What follows belongs to an exercise in optimizing a design on an open flow for small area and few clock cycles; a production flow would make more cautious choices. RTL that was checked went through simulation tests only; none was proved equivalent to the original. The RTL of run 3 was laid out without a check of its function. Power and IR drop assume default switching activity.

`flow/design.v`:
```
module Fetch (
    input  logic        clk,
    input  logic        reset,
    input  logic        redirect_valid,
    input  logic [31:0] redirect_pc,
    input  logic        advance,       
    output logic [31:0] pc_o
);
    logic [31:2] pc;
    always_ff @(posedge clk) begin
        if (reset)
            pc <= '0;
        else if (redirect_valid)
            pc <= redirect_pc[31:2];
        else if (advance)
            pc <= pc + 30'd1;
    end
    assign pc_o = {pc, 2'b00};
endmodule
`timescale 1ns / 1ps
`timescale 1ns / 1ps
module decode (
    input logic [31:0] inst,  
    output logic [4:0]  rs1,
    output logic [4:0]  rs2,
    output logic [4:0]  rd, 
    output logic [31:0] imm,  
    output logic ALUSrc,
    output logic [2:0]  ALUOp,
    output logic branch,
    output logic jump,
    output logic MemRead,
    output logic MemWrite,
    output logic RegWrite,
    output logic MemToReg
);
    logic [6:0] opcode;
    logic [2:0] funct3;
    logic [6:0] funct7;
    logic [4:0]  inst_rd;
    logic [4:0]  inst_rs1;
    logic [4:0]  inst_rs2;
    assign opcode = inst[6:0];
    assign inst_rd = inst[11:7];  
    assign funct3 = inst[14:12];
    assign inst_rs1 = inst[19:15];  
    assign inst_rs2 = inst[24:20];  
    assign funct7 = inst[31:25];
    localparam opcode_LUI   = 7'b0110111;
    localparam opcode_ITYPE = 7'b0010011;
    localparam opcode_RTYPE = 7'b0110011;
    localparam opcode_LOAD  = 7'b0000011;
    localparam opcode_STORE = 7'b0100011;
    localparam opcode_BRANCH = 7'b1100011;
    localparam opcode_JALR  = 7'b1100111;
    localparam funct3_ADDI  = 3'b000;
    localparam funct3_SLTIU = 3'b011;
    localparam funct3_ORI   = 3'b110;
    always_comb begin
        ALUSrc    = 1'b0;
        ALUOp     = 3'b111;  
        branch    = 1'b0;
        jump      = 1'b0;
        MemRead   = 1'b0;
        MemWrite  = 1'b0;
        RegWrite  = 1'b0;
        MemToReg  = 1'b0;
        imm       = 32'b0;
        rs1       = 5'b0;
        rs2       = 5'b0;
        rd        = 5'b0;
        case (opcode)
            opcode_LUI: begin
                RegWrite  = 1'b1;
                ALUOp     = 3'b100;
                rd        = inst_rd;  
            end
            opcode_ITYPE: begin  
                RegWrite  = 1'b1;
                ALUSrc    = 1'b1;
                ALUOp     = 3'b010;
                rd        = inst_rd;  
                rs1       = inst_rs1;  
            end
            opcode_RTYPE: begin  
                RegWrite  = 1'b1;
                ALUSrc    = 1'b0;
                ALUOp     = 3'b001;
                rd        = inst_rd;  
                rs1       = inst_rs1;  
                rs2       = inst_rs2;  
            end
            opcode_LOAD: begin  
                RegWrite  = 1'b1;
                ALUSrc    = 1'b1;
                MemRead   = 1'b1;
                MemToReg  = 1'b1;
                ALUOp     = 3'b000;
                rd        = inst_rd;  
                rs1       = inst_rs1;  
            end
            opcode_STORE: begin  
                ALUSrc    = 1'b1;
                MemWrite  = 1'b1;
                ALUOp     = 3'b000;
                rs1       = inst_rs1;  
                rs2       = inst_rs2;  
            end
            opcode_BRANCH: begin  
                ALUSrc    = 1'b0;
                ALUOp     = 3'b011;
                rs1       = inst_rs1;  
                rs2       = inst_rs2;  
                if (funct3 == 3'b001) begin 
                    branch = 1'b1;
                end
            end
            opcode_JALR: begin
                RegWrite  = 1'b1;
                ALUSrc    = 1'b1;
                jump      = 1'b1;
                ALUOp     = 3'b101;
                rd        = inst_rd;  
                rs1       = inst_rs1;  
            end
            default: begin
            end
        endcase
        case (opcode)
            opcode_LUI:
                imm = { inst[31:12], 12'b0 };
            opcode_ITYPE:
                if (funct3 == funct3_ORI) begin
                    imm = { 20'b0, inst[31:20] };
                end else begin
                    imm = { {20{inst[31]}}, inst[31:20] };
                end
            opcode_LOAD,
            opcode_JALR:
                imm = { {20{inst[31]}}, inst[31:20] };
            opcode_STORE:
                imm = { {20{inst[31]}}, inst[31:25], inst[11:7] };
            opcode_BRANCH:
                imm = { {19{inst[31]}}, inst[31], inst[7], inst[30:25], inst[11:8], 1'b0 };
            default:
                imm = 32'b0;
        endcase
    end
endmodule
module frontend (
    input  logic        clk,
    input  logic        reset,
    input  logic        redirect_valid,
    input  logic [31:0] redirect_pc,
    output logic [8:0]  icache_addr,
    input  logic [31:0] icache_rdata,
    output logic        valid_out,
    input  logic        ready_out,
    output logic [31:0] pc_out,
    output logic [4:0]  rs1,
    output logic [4:0]  rs2,
    output logic [4:0]  rd,
    output logic [31:0] imm,
    output logic        ALUSrc,
    output logic [2:0]  ALUOp,
    output logic        branch,
    output logic        jump,
    output logic        MemRead,
    output logic        MemWrite,
    output logic        RegWrite,
    output logic        MemToReg
);
    Fetch u_fetch (
        .clk           (clk),
        .reset         (reset),
        .redirect_valid(redirect_valid),
        .redirect_pc   (redirect_pc),
        .advance       (ready_out),
        .pc_o          (pc_out)
    );
    assign icache_addr = pc_out[10:2];
    assign valid_out   = !reset;
    decode u_decode (
        .inst    (icache_rdata),
        .rs1     (rs1),
        .rs2     (rs2),
        .rd      (rd),
        .imm     (imm),
        .ALUSrc  (ALUSrc),
        .ALUOp   (ALUOp),
        .branch  (branch),
        .jump    (jump),
        .MemRead (MemRead),
        .MemWrite(MemWrite),
        .RegWrite(RegWrite),
        .MemToReg(MemToReg)
    );
endmodule
```
`flow/run.sh`:
```
#!/bin/bash
# synth_recipe.tcl (not shown) runs the flow's synth.tcl, then flattens the netlist and writes it again
# the make line also repeats each setting of config.mk as NAME=value (left out here)
make -C /OpenROAD-flow-scripts/flow DESIGN_CONFIG=/design/flow/config.mk WORK_HOME=/design/flow/orfs CLKGATE_MAP_FILE= SYNTH_SCRIPT=/design/flow/synth_recipe.tcl finish
```
`flow/config.mk`:
```
export PLATFORM = sky130hd
export DESIGN_NAME = frontend
export DESIGN_NICKNAME = frontend
export VERILOG_FILES = /design/flow/design.v
export SDC_FILE = /design/flow/constraint.sdc
export NUM_CORES = 4
export LEC_CHECK = 0
export CAP_MARGIN = 20
export CORE_MARGIN = 2
export CORE_UTILIZATION = 40
export SLEW_MARGIN = 20
```
`flow/constraint.sdc`:
```
create_clock -name core_clock -period 4.0 [get_ports {clk}]
set_input_delay 0.8000 -clock core_clock [delete_from_list [all_inputs] [get_ports {clk}]]
set_output_delay 0.8000 -clock core_clock [all_outputs]
set_load 0.01 [all_outputs]
```
==> out/results.md, run 1 <==
- **slew at the pin with the worst max-slew slack** 893.9 ps
- **share of cell area taken by muxes after synthesis** 0.3941%
- **height of the chip** 83.69 um
- **routed wire length** 8.834 mm
- **startpoint of the worst-slack reg-to-reg timing path** u_fetch.pc[2]
- **total internal power** 609.5 uW
- **total of buffers placed on input and output ports** 162
- **Starting Density** 40.70%
- **number of cells upsized or downsized after cts** 0
- **Post CTS Setup Buffer Count** 0
- **clock tree buffer depth** 2
- **vias post-DR** 3021
- **number of fillers in the final layout** 566
- **switching power** 247.9 uW
- **first-pass GRT wire length** 14.13 mm
- **sink count of the clock tree** 30
- **endpoint of the worst setup timing path** rd[1]
- **setup repair after global routing missed its margin** false
- **number of antenna violations at the first check in global routing** 0
- **time the final worst path needs with I/O delays and setup** 3815 ps
- **final hold violation count** 0
- **clock network fraction of design power** 28.6%
- **r2r worst-path depth** 5
- **post-detailed-route via-to-cell ratio** 5.483
- **number of top-level design ports** 167
- **r2r endpoint** u_fetch.pc[18]
- **number of max-slew violations in the final report** 0
- **maximum capacitance violations** 0
- **CP Max Fanout** 9
- **Clock Root Buffer** clkbuf_8
- **share of layout cells above drive strength 1** 8.228%
- **residual overflow from global routing** 0
- **most common cell after layout, fill and taps aside** clkdlybuf4s50_1
- **pin count of the biggest net entering global routing** 31
- **sort of element at the end of the critical path** output pin
- **data required time at the worst endpoint** 3200 ps
- **post-synthesis xor/xnor area fraction** 4.138%
- **netlist area before placement** 0.002540 mm^2
- **worst hold-check path type** register to register
- **register-to-register path setup slack** 2040 ps
- **wire per inst** 16.03 um
- **met2 Resource Use GR** 40.65%
- **Synth Area in Simple Gates** 36.40%
- **maximum vdd ir drop** 0.1776 mV
- **number of flip-flops under the largest register name** 30
- **number of iterations in the first detailed-routing pass** 4
- **Final period util** 95.38%
- **Area growth, synth to finish** 67.19%
- **worst-case headroom to the max-slew limit** 40.34%
- **area of the die** 0.007003 mm^2
- **count of hold-fix buffers inserted at cts** 0
- **number of endpoints failing setup at the final stage** 0
- **GRT busiest layer** met2
- **cell count after placement** 545
- **asr flop ratio synth** 0%
- **Setup Total Neg Slack** 0 ps
- **most frequent cells in the layout** clkdlybuf4s50_1 (162), nor2_1 (38), dfxtp_1 (30), and2_1 (21), a21o_1 (21)
- **sequential share of power** 41.3%
- **multi-input gate area in the final layout** 0.001737 mm^2
- **clock transition time at the flip-flop clock pins of the worst setup and hold paths** 60 ps
- **met1 Track Usage GR** 33.62%
- **data arrival at the endpoint of the critical path** 3020 ps
- **maximum level of the CTS H-tree** 2
- **relative contribution of combinational cells to total power** 30.1%
- **clock tree from TritonCTS** done
- **post-route non-filler standard cell count** 551
- **outcome** no timing/DRC/antenna violations
- **final RePlAce weighted congestion** 0.8972
- **Pwr Density** 201.9 mW/mm^2
- **share of synthesized cell area in full adder, half adder and majority cells** 0.4926%
- **DRC violations left** 0
- **first element of the critical path** icache_rdata[4]
- **met3 track demand over resource in global routing** 4.946%
- **Seq cells post-synth** 30
- **Synth cell types** 62
- **registers with the most flip-flops** u_fetch.pc: 30 flops
- **dominant combinational cell family by area after synthesis** simple AND/OR/NAND/NOR gates
- **Compound-Gate Fraction of Synth Area** 26.21%
- **placeable core region** 0.006241 mm^2
- **worst clock skew** 1.920 ps
- **Die Wd** 83.69 um
- **overall routing resource usage** 24.81%
- **antenna diode instance count** 0
- **row count** 29
- **clock insertion delay at the later pin of the skew report** 280 ps
- **gate count of the mapped netlist** 328
- **depth of the worst hold-timing path** 2
- **warnings from Yosys** 2
- **crit start category** input pin
- **antenna-violating nets left** 0
- **TritonCTS Buffers** 5
- **P_leak** 1.672 nW
- **nets@finish** 544
- **dominant register cell in the synthesized netlist** dfxtp_1
- **post-synthesis sequential area ratio** 23.65%
- **peak clock frequency supported by timing** 262.1 MHz
- **via count of the first global-routing pass** 2744
- **Worst Setup Path Type** input pin to output pin
- **EDFF count, synth** 0
- **footprint of the flip-flops and latches** 600.6 um^2
- **number of DRC markers in iteration 0** 168
- **register bank with the most flops** u_fetch.pc
- **half-perimeter wire length after detailed placement** 6.959 mm
- **mean area per synthesized cell** 7.744 um^2
- **Net Sw Frac** 28.91%
[metrics by stage]
stage | worst slack [ps] | area (um^2) | total power [mW] | hold WS [ps] | util, %
global placement | 250.6 | 4164 | 0.6144 | 555.1 | 66.72
floorplan | 1181 | 2544 | 0.4637 | 545.8 | -
detailed placement | 225.8 | 4164 | 0.6183 | 565.2 | 66.72
CTS | 227.1 | 4247 | 0.8628 | 574.3 | 68.04
global route | 87.43 | 4247 | 0.9002 | 610.5 | 68.04
finish | 184.7 | 4247 | 0.8574 | 571.4 | 68.04
[cell usage after synthesis (2+ instances only)]
library cell | count | area [um^2]
a21o_1 | 21 | 157.7
a211oi_1 | 10 | 75.07
nand2b_1 | 4 | 25.02
nand4_2 | 2 | 25.02
nand3_1 | 11 | 55.05
nand4_1 | 11 | 68.82
clkbuf_1 | 16 | 60.06
o2111a_1 | 2 | 22.52
inv_1 | 9 | 33.78
xnor2_1 | 7 | 61.31
a21oi_1 | 5 | 25.02
nor2b_1 | 3 | 18.77
dfxtp_1 | 30 | 600.6
a22o_1 | 4 | 35.03
and2_1 | 21 | 131.4
nand2_1 | 19 | 71.32
a31o_2 | 4 | 35.03
nor3_1 | 8 | 40.04
nor2_1 | 38 | 142.6
xor2_1 | 5 | 43.79
a311oi_1 | 7 | 61.31
and3_1 | 7 | 43.79
o21ai_0 | 8 | 40.04
nor4_1 | 3 | 18.77
a311oi_2 | 2 | 30.03
buf_4 | 14 | 105.1
a2111oi_1 | 2 | 20.02
a311o_1 | 2 | 20.02
o211a_1 | 2 | 20.02
nor4_2 | 2 | 25.02
or3_1 | 7 | 43.79
or2_2 | 3 | 18.77
and4_1 | 9 | 78.83
buf_1 | 2 | 7.510
[routing by layer]
layer	wire length [um]	up-vias	share of wire [%]
li1	-	1502	-
met3	566	11	6.4
met2	4334	101	49
met5	0	-	0
met1	3825	1407	43
met4	108	0	1.2
[worst min path at each step]
stage | startpoint | end | slack [ps]
floorplan | u_fetch.pc[28] | u_fetch.pc[28] | 550
global placement | u_fetch.pc[15] | u_fetch.pc[16] | 560
detailed placement | u_fetch.pc[28] | u_fetch.pc[28] | 570
CTS | u_fetch.pc[28] | u_fetch.pc[28] | 570
global route | u_fetch.pc[25] | u_fetch.pc[25] | 610
finish | u_fetch.pc[28] | u_fetch.pc[28] | 570
[area by class of cell]
cell class / instances / area share, %
clock buffer: 6 / 1.945
inverter: 9 / 0.7955
multi-input combinational: 257 / 40.90
sequential: 30 / 14.14
tap: 77 / 2.269
timing repair buffer: 172 / 39.95
[logic make-up (layout without fill, tap and decap cells)]
family	count (synthesis)	count (layout)
muxes	1	1
adders and majority gates	1	1
DFF	30	30
other	1	2
buffers and inverters	42	187
xor gates and xnor gates	12	12
and+or+nand+nor	159	159
AOI/OAI and AO/OA	82	82
[power groups by stage]
stage,Sequential (mW),Clock [mW],Combinational (mW)
2_1_floorplan,0.362,0,0.101
3_3_place_gp,0.360,0,0.255
3_5_place_dp,0.360,0,0.258
4_1_cts,0.354,0.250,0.259
5_1_grt,0.359,0.265,0.277
6_report,0.354,0.245,0.258
[worst max-delay path, stage by stage]
cell and delay (ps):
clkdlybuf4s50_1 650, nand2_1 230, a21o_1 210, a21oi_1 400
and2_1 200, clkdlybuf4s50_1 530
Testbench counts, summed over its fixed seeds: cycles 30,511.
==> run 2: changes to the inputs <==
==> flow/flow/run.sh (new file) <==
#!/bin/bash
# Standard ORFS layout, except that the port buffers are the smallest
# buffer (buf_1) instead of the cell buffer_ports picks on its own.
set -euo pipefail
export BUFFER_PORTS_ARGS="-buffer_cell sky130_fd_sc_hd__buf_1"
bash standard.sh > standard.log 2>&1
==> flow/standard.sh (new file) <==
#!/bin/bash
# synth_recipe.tcl (not shown) runs the flow's synth.tcl, then flattens the netlist and writes it again
# the make line also repeats each setting of config.mk as NAME=value (left out here)
make -C /OpenROAD-flow-scripts/flow DESIGN_CONFIG=/design/flow/config.mk WORK_HOME=/design/flow/orfs CLKGATE_MAP_FILE= SYNTH_SCRIPT=/design/flow/synth_recipe.tcl "${@:-finish}"
removed: flow/run.sh
==> run 2 against run 1 <==
Against the previous run: design area is 24% lower; setup slack better by 530 ps; critical endpoint is now imm[1]; highest routed layer unchanged; synthesized area stayed put; utilization is 17 points lower; global-route usage is 2.9 points lower; sequential cell count stayed put.
==> out/results.md, run 2 <==
- **outcome** no timing/DRC/antenna violations
- **CP Max Fanout** 14
- **asr flop ratio synth** 0%
- **register bank with the most flops** u_fetch.pc
- **data required time at the worst endpoint** 3200 ps
- **clock transition time at the flip-flop clock pins of the worst setup and hold paths** 70 ps
- **placeable core region** 0.006241 mm^2
- **Seq cells post-synth** 30
- **cell type with the highest aggregate area in the netlist** dfxtp_1
- **row count** 29
- **residual overflow from global routing** 0
- **sum of met2 wire segment lengths after detailed routing** 3.708 mm
- **number of top-level design ports** 167
- **footprint of the flip-flops and latches** 600.6 um^2
- **pin count of the biggest net entering global routing** 28
- **routed wire length** 8.072 mm
- **leading cell types by total area after synthesis** dfxtp_1 (24%), a21o_1 (6.2%), nor2_1 (5.6%)
- **critical path's top delay family** simple AND/OR/NAND/NOR gates
- **TritonCTS Buffers** 5
- **setup repair after global routing missed its margin** false
- **EDFF count, synth** 0
- **Clock Root Buffer** clkbuf_8
- **count of hold-fix buffers inserted at cts** 0
- **number of max-slew violations in the final report** 0
- **Setup Total Neg Slack** 0 ps
- **gate count of the mapped netlist** 328
- **Die Wd** 83.69 um
- **sort of element at the end of the critical path** output pin
- **worst hold-check path type** register to register
- **number of DRC markers in iteration 0** 151
- **warnings from Yosys** 2
- **most common cell in the synthesized netlist** nor2_1
- **Starting Density** 40.70%
- **Layout Cell Area excl Fill** 0.003212 mm^2
- **number of iterations in the first detailed-routing pass** 4
- **most common cell after layout, fill and taps aside** buf_1
- **clock network fraction of design power** 33.0%
- **slew at the pin with the worst max-slew slack** 683.5 ps
- **crit start category** input pin
- **netlist area before placement** 0.002540 mm^2
- **dominant register cell in the synthesized netlist** dfxtp_1
- **first-pass GRT wire length** 12.68 mm
- **share of Yosys cell area claimed by the top area cell type** 23.65%
- **wire per inst** 14.70 um
- **via count of the first global-routing pass** 2540
- **registers with the most flip-flops** u_fetch.pc: 30 flops
- **number of fillers in the final layout** 688
- **post-detailed-route via-to-cell ratio** 5.472
- **Synth cell types** 62
- **share of layout cells above drive strength 1** 7.627%
- **worst clock skew** 6.930 ps
- **clock tree buffer depth** 2
- **antenna-violating nets left** 0
- **DRC violations left** 0
- **Final Total Pwr** 782.7 uW
- **maximum level of the CTS H-tree** 2
- **register-to-register path setup slack** 2070 ps
- **Area after DPL** 0.003120 mm^2
- **clock tree from TritonCTS** done
- **time the final worst path needs with I/O delays and setup** 3283 ps
- **WL met1** 3.885 mm
- **Post CTS Setup Buffer Count** 0
- **area of the die** 0.007003 mm^2
- **stage delay of the slowest cell on the critical path** 720 ps
- **final RePlAce weighted congestion** 0.9462
- **peak clock frequency supported by timing** 304.6 MHz
- **most frequent cells in the layout** buf_1 (162), nor2_1 (38), dfxtp_1 (30), and2_1 (21), a21o_1 (21)
- **multi-input gate area in the final layout** 0.001737 mm^2
- **buffering stage count on the worst path with inverters included** 2
- **number of cells upsized or downsized after cts** 0
- **vias post-DR** 3004
- **library cell appearing most often on the critical path** buf_1
- **antenna diode instance count** 0
- **overall routing resource usage** 21.90%
- **half-perimeter wire length after detailed placement** 6.182 mm
- **data arrival at the endpoint of the critical path** 2480 ps
- **number of antenna violations at the first check in global routing** 0
- **number of flip-flops under the largest register name** 30
- **relative contribution of combinational cells to total power** 21.8%
- **height of the chip** 83.69 um
- **mean area per synthesized cell** 7.744 um^2
- **maximum capacitance violations** 0
- **Worst Setup Path Type** input pin to output pin
- **post-synthesis sequential area ratio** 23.65%
- **number of endpoints failing setup at the final stage** 0
- **nets@finish** 540
- **sequential share of power** 45.2%
- **wire length on met3** 393 um
- **Final period util** 82.07%
- **switching power** 253.0 uW
- **Net Sw Frac** 32.32%
- **Post-synth top cells** nor2_1 (38), dfxtp_1 (30), a21o_1 (21), and2_1 (21), nand2_1 (19)
- **final hold violation count** 0
- **highest routing layer actually used** met4
- **total of buffers placed on input and output ports** 162
- **Slowest-stage cell, CP** nor3_1
- **P_leak** 1.252 nW
- **Area growth, synth to finish** 26.45%
- **total internal power** 529.7 uW
- **worst-case headroom to the max-slew limit** 54.08%
- **critical path cell sequence** buf_1, nand3b_1, nor3_1, a22o_1, buf_1
- **maximum vdd ir drop** 0.1780 mV
- **clock insertion delay at the later pin of the skew report** 280 ps
- **share of the core filled with cells in the final layout** 51.46%
- **sink count of the clock tree** 30
- **Pwr Density** 243.7 mW/mm^2
-- run 2: cell counts after synthesis --
No cell type changed its count.
-- run 2: area by class of cell --
type                       instances  share of cell area (%)
sequential                        30                   18.70
inverter                           9                   1.052
clock buffer                       7                   2.688
clock inverter                     1                  0.1558
timing repair buffer             168                   20.34
tap                               77                   3.000
multi-input combinational        257                   54.07
-- run 2: cell families (layout without fill, tap and decap cells) --
kind of cell | count (synthesis) | after routing | share of synthesized area [%]
and+or+nand+nor | 159 | 159 | 36.40
DFF | 30 | 30 | 23.65
other | 1 | 2 | 0.1476
buffers and inverters | 42 | 185 | 8.571
adders and majority gates | 1 | 1 | 0.4925
AOI/OAI and AO/OA | 82 | 82 | 26.21
xor gates and xnor gates | 12 | 12 | 4.138
muxes | 1 | 1 | 0.3941
-- run 2: layer usage --
metal | vias to the layer above | GRT usage [%]
met5 | - | 0
met4 | 0 | 4.692
met3 | 8 | 4.451
met2 | 93 | 32.95
met1 | 1410 | 32.24
li1 | 1493 | -
-- run 2: metrics by stage --
stage	worst slack, ps	cells	hold slack [ps]
2_1_floorplan	1181	329	545.8
3_3_place_gp	772.5	541	553.8
3_5_place_dp	765.9	541	562.3
4_1_cts	760.4	549	572.3
5_1_grt	506.9	549	602.9
6_report	717.3	549	564.0
-- run 2: worst paths after layout --
path	from	endpoint	depth (start not counted)
setup / recovery	icache_rdata[3]	imm[1]	5
hold / removal	u_fetch.pc[15]	u_fetch.pc[16]	2
setup reg to reg	u_fetch.pc[2]	u_fetch.pc[18]	5
hold reg to reg	u_fetch.pc[15]	u_fetch.pc[16]	2
-- run 2: power groups by stage --
| stage | logic (mW) | registers, mW | clock network [mW] |
|---|---|---|---|
| floorplan | 0.101 | 0.362 | 0 |
| global placement | 0.169 | 0.360 | 0 |
| finish | 0.171 | 0.354 | 0.258 |
| detailed placement | 0.171 | 0.360 | 0 |
| CTS | 0.171 | 0.354 | 0.263 |
| global route | 0.189 | 0.358 | 0.277 |
-- run 2: tightest hold or removal path, cell delays in order, from the launching register on --
cell and delay (ps):
dfxtp_1 350, nand4_1 80, a311oi_1 80
==> run 3: changes to the inputs <==
--- a/flow/design.v
+++ b/flow/design.v
@@ -7,13 +7,23 @@
     output logic [31:0] pc_o
 );
     logic [31:2] pc;
+    logic [32:2] carry;    
+    logic [31:2] pc_inc;
+    assign carry[2] = advance;
+    genvar i;
+    generate
+        for (i = 2; i < 32; i = i + 1) begin : g_inc
+            assign carry[i+1] = carry[i] & pc[i];
+            assign pc_inc[i]  = pc[i] ^ carry[i];
+        end
+    endgenerate
     always_ff @(posedge clk) begin
         if (reset)
             pc <= '0;
         else if (redirect_valid)
             pc <= redirect_pc[31:2];
-        else if (advance)
-            pc <= pc + 30'd1;
+        else
+            pc <= pc_inc;
     end
     assign pc_o = {pc, 2'b00};
 endmodule
==> run 3 against run 2 <==
Against the previous run: non-clock buffer count is 6 higher; design area is 3.8% higher; first-iteration DRC count fell by 70%; now fails the layout checks on setup timing.
==> out/results.md, run 3 <==
- **post-route non-filler standard cell count** 469
- **setup repair after global routing missed its margin** true
- **dominant register cell in the synthesized netlist** dfxtp_1
- **asr flop ratio synth** 0%
- **nets@finish** 495
- **register bank with the most flops** u_fetch.pc
- **Worst Setup Path Type** input pin to register
- **mean area per synthesized cell** 9.231 um^2
- **P_leak** 1.291 nW
- **half-perimeter wire length after detailed placement** 5.150 mm
- **placeable core region** 0.005507 mm^2
- **worst clock skew** 9.969 ps
- **final RePlAce weighted congestion** 0.7864
- **data arrival at the endpoint of the critical path** 5650 ps
- **number of DRC markers in iteration 0** 46
- **wire per inst** 13.65 um
- **Synth cell types** 41
- **Failing Checks** setup timing
- **registers with the most flip-flops** u_fetch.pc: 30 flops
- **number of fillers in the final layout** 533
- **worst-case headroom to the max-slew limit** 32.97%
- **count of hold-fix buffers inserted at cts** 0
- **met1 Track Usage GR** 24.13%
- **met2 Resource Use GR** 36.02%
- **cell count after placement** 463
- **PnR worst setup slack** -1502 ps
- **CP Max Fanout** 1
- **Starting Density** 41.24%
- **post-detailed-route via-to-cell ratio** 4.949
- **row count** 27
- **clock tree buffer depth** 2
- **overall routing resource usage** 20.20%
- **clock insertion delay at the later pin of the skew report** 270 ps
- **Die Wd** 79.35 um
- **library cell appearing most often on the critical path** ha_4
- **leading cell types by total area after synthesis** dfxtp_1 (26%), ha_1 (16%), mux2i_1 (13%)
- **residual overflow from global routing** 0
- **Post-synth top cells** nor2_1 (36), dfxtp_1 (30), mux2i_1 (30)
- **TritonCTS Buffers** 5
- **peak clock frequency supported by timing** 181.8 MHz
- **number of top-level design ports** 167
- **DRC violations left** 0
- **share of the core filled with cells in the final layout** 60.53%
- **most common cell after layout, fill and taps aside** buf_1
- **antenna-violating nets left** 0
- **EDFF count, synth** 0
- **share of Yosys cell area claimed by the top area cell type** 26.45%
- **post-synthesis sequential area ratio** 26.45%
- **netlist area before placement** 0.002271 mm^2
- **height of the chip** 79.35 um
- **first-pass GRT wire length** 9.998 mm
- **via count of the first global-routing pass** 2139
- **Area after DPL** 0.003243 mm^2
- **GRT busiest layer** met2
- **outcome** failed layout checks
- **total of buffers placed on input and output ports** 162
- **data required time at the worst endpoint** 4150 ps
- **number of flip-flops under the largest register name** 30
- **cell type with the highest aggregate area in the netlist** dfxtp_1
- **worst hold-check path type** register to register
- **number of antenna violations at the first check in global routing** 0
- **stage delay of the slowest cell on the critical path** 160 ps
- **number of iterations in the first detailed-routing pass** 4
- **Slowest-stage cell, CP** ha_4
- **vias post-DR** 2321
- **maximum capacitance violations** 0
- **number of endpoints failing setup at the final stage** 11
- **number of max-slew violations in the final report** 0
- **most common cell in the synthesized netlist** nor2_1
- **sort of element at the end of the critical path** register
- **most frequent cells in the layout** buf_1 (160), nor2_1 (36), mux2i_1 (30), dfxtp_1 (30), ha_4 (29)
- **antenna diode instance count** 0
- **routed wire length** 6.402 mm
- **clock transition time at the flip-flop clock pins of the worst setup and hold paths** 60 ps
- **share of layout cells above drive strength 1** 14.86%
- **pin count of the biggest net entering global routing** 32
- **clock tree from TritonCTS** done
- **Seq cells post-synth** 30
- **Post CTS Setup Buffer Count** 0
- **time the final worst path needs with I/O delays and setup** 5502 ps
- **sink count of the clock tree** 30
- **area of the die** 0.006296 mm^2
- **crit start category** input pin
- **maximum level of the CTS H-tree** 2
- **final hold violation count** 0
- **Clock Root Buffer** clkbuf_8
- **Area growth, synth to finish** 46.78%
- **warnings from Yosys** 2
- **Layout Cell Area excl Fill** 0.003333 mm^2
- **slew at the pin with the worst max-slew slack** 1005 ps
- **gate count of the mapped netlist** 246
- **met3 track demand over resource in global routing** 5.341%
- **Final period util** 137.5%
- **Final Total Pwr** 753.0 uW
- **maximum vdd ir drop** 0.1097 mV
- **Setup Total Neg Slack** -8728 ps
- **Pwr Density** 225.9 mW/mm^2
run 3: changes by cell type after synthesis, sizes merged, moves of 10 or more:
| cell | before | now |
|---|---|---|
| mux2i | 1 | 30 |
| ha | 1 | 29 |
| a21o | 21 | 1 |
| o2bb2ai | 0 | 19 |
| nand2 | 19 | 1 |
| nand4 | 14 | 0 |
| nand3 | 12 | 0 |
| clkbuf | 16 | 6 |
run 3: cell families after synthesis:
group / after synthesis / synth area share [%]
simple gates: 74 / 18.79
compound gates: 43 / 15.59
buf+inv: 38 / 9.421
mux: 30 / 13.22
flops: 30 / 26.45
fa+ha+maj: 29 / 15.98
other cells: 1 / 0.1651
xor+xnor: 1 / 0.3857
run 3: report_power, final:
part / internal (mW) / switching (mW) / total [mW]
Sequential: 0.318 / 0.0197 / 0.337
Clock: 0.132 / 0.106 / 0.238
Combinational: 0.0774 / 0.100 / 0.178
Total: 0.528 / 0.225 / 0.753
run 3: through the flow:
stage	hold slack (ps)	worst slack [ps]
after floorplan	620.4	-1580
after detailed placement	634.1	-1829
after CTS	665.5	-1523
after global placement	606.2	-1778
after global routing	689.3	-1621
final	639.1	-1502
run 3: metal layers:
layer,share of wire (%),vias up
met5,0,-
met4,0.91,0
met3,7.2,5
met2,51,95
met1,41,1055
li1,-,1166
run 3: final timing paths:
path,depth (start not counted),end,startpoint,slack (ps)
setup reg to reg,32,u_fetch.pc[31],u_fetch.pc[2],-1230
setup / recovery,33,u_fetch.pc[31],ready_out,-1500
hold reg to reg,3,u_fetch.pc[31],u_fetch.pc[31],640
hold / removal,3,u_fetch.pc[31],u_fetch.pc[31],640
run 3: final cells by class:
type	instances	area (um^2)	share of cell area (%)
clock buffer	6	82.58	2.477
timing repair buffer	174	706.9	21.21
inverter	8	30.03	0.9009
sequential	30	600.6	18.02
multi-input combinational	179	1823	54.69
tap	72	90.09	2.703
run 3: worst max-delay path: cells and delay by family:
| family | cells | cell delay [ps] |
|---|---|---|
| adder cells (fa/ha/maj) | 29 | 4350 |
| XOR/XNOR | 1 | 150 |
| multiplexers | 1 | 120 |
| buffers and inverters | 1 | 100 |
| AND/OR/NAND/NOR | 1 | 50 |
run 3: what timing repair did:
action,CTS,global route
resized for setup,2,0
pin swaps,1,7
endpoints found under the setup margin,11,11
hold endpoints to repair,0,0

==> separate check: timing with driven ports <==
No port has a modelled driver above. Below, the same layouts with a new extraction and two added sets of constraints.
Step 1: set_driving_cell puts a clkbuf_16 on clk and a buf_2 on each other input, an assumption about the parent block.
Step 2, shift: input delay + t, output delay - t, t = (earliest + latest rising clock arrival at the registers) / 2. This alone moves slack from input paths to output paths.
Three values: ideal ports, drivers, drivers and shift; two values: the first two.
run | t, ns | setup slack, ns | worst hold slack (ns) | worst setup path at the end | clock arrival spread, ns
run 1 | 0.310 | 0.185 / 0.150 / 0.150 | 0.571 / 0.571 / 0.571 | input to output | 0.001 / 0.002
run 2 | 0.307 | 0.717 / 0.698 / 0.698 | 0.564 / 0.564 / 0.564 | input to output | 0.007 / 0.007
run 3 | 0.298 | -1.502 / -1.504 / -1.802 | 0.639 / 0.639 / 0.639 | input to register | 0.010 / 0.010
For run 3, which loses most, drivers alone change the setup slack by -0.002 ns; drivers and shift together by -0.300 ns.
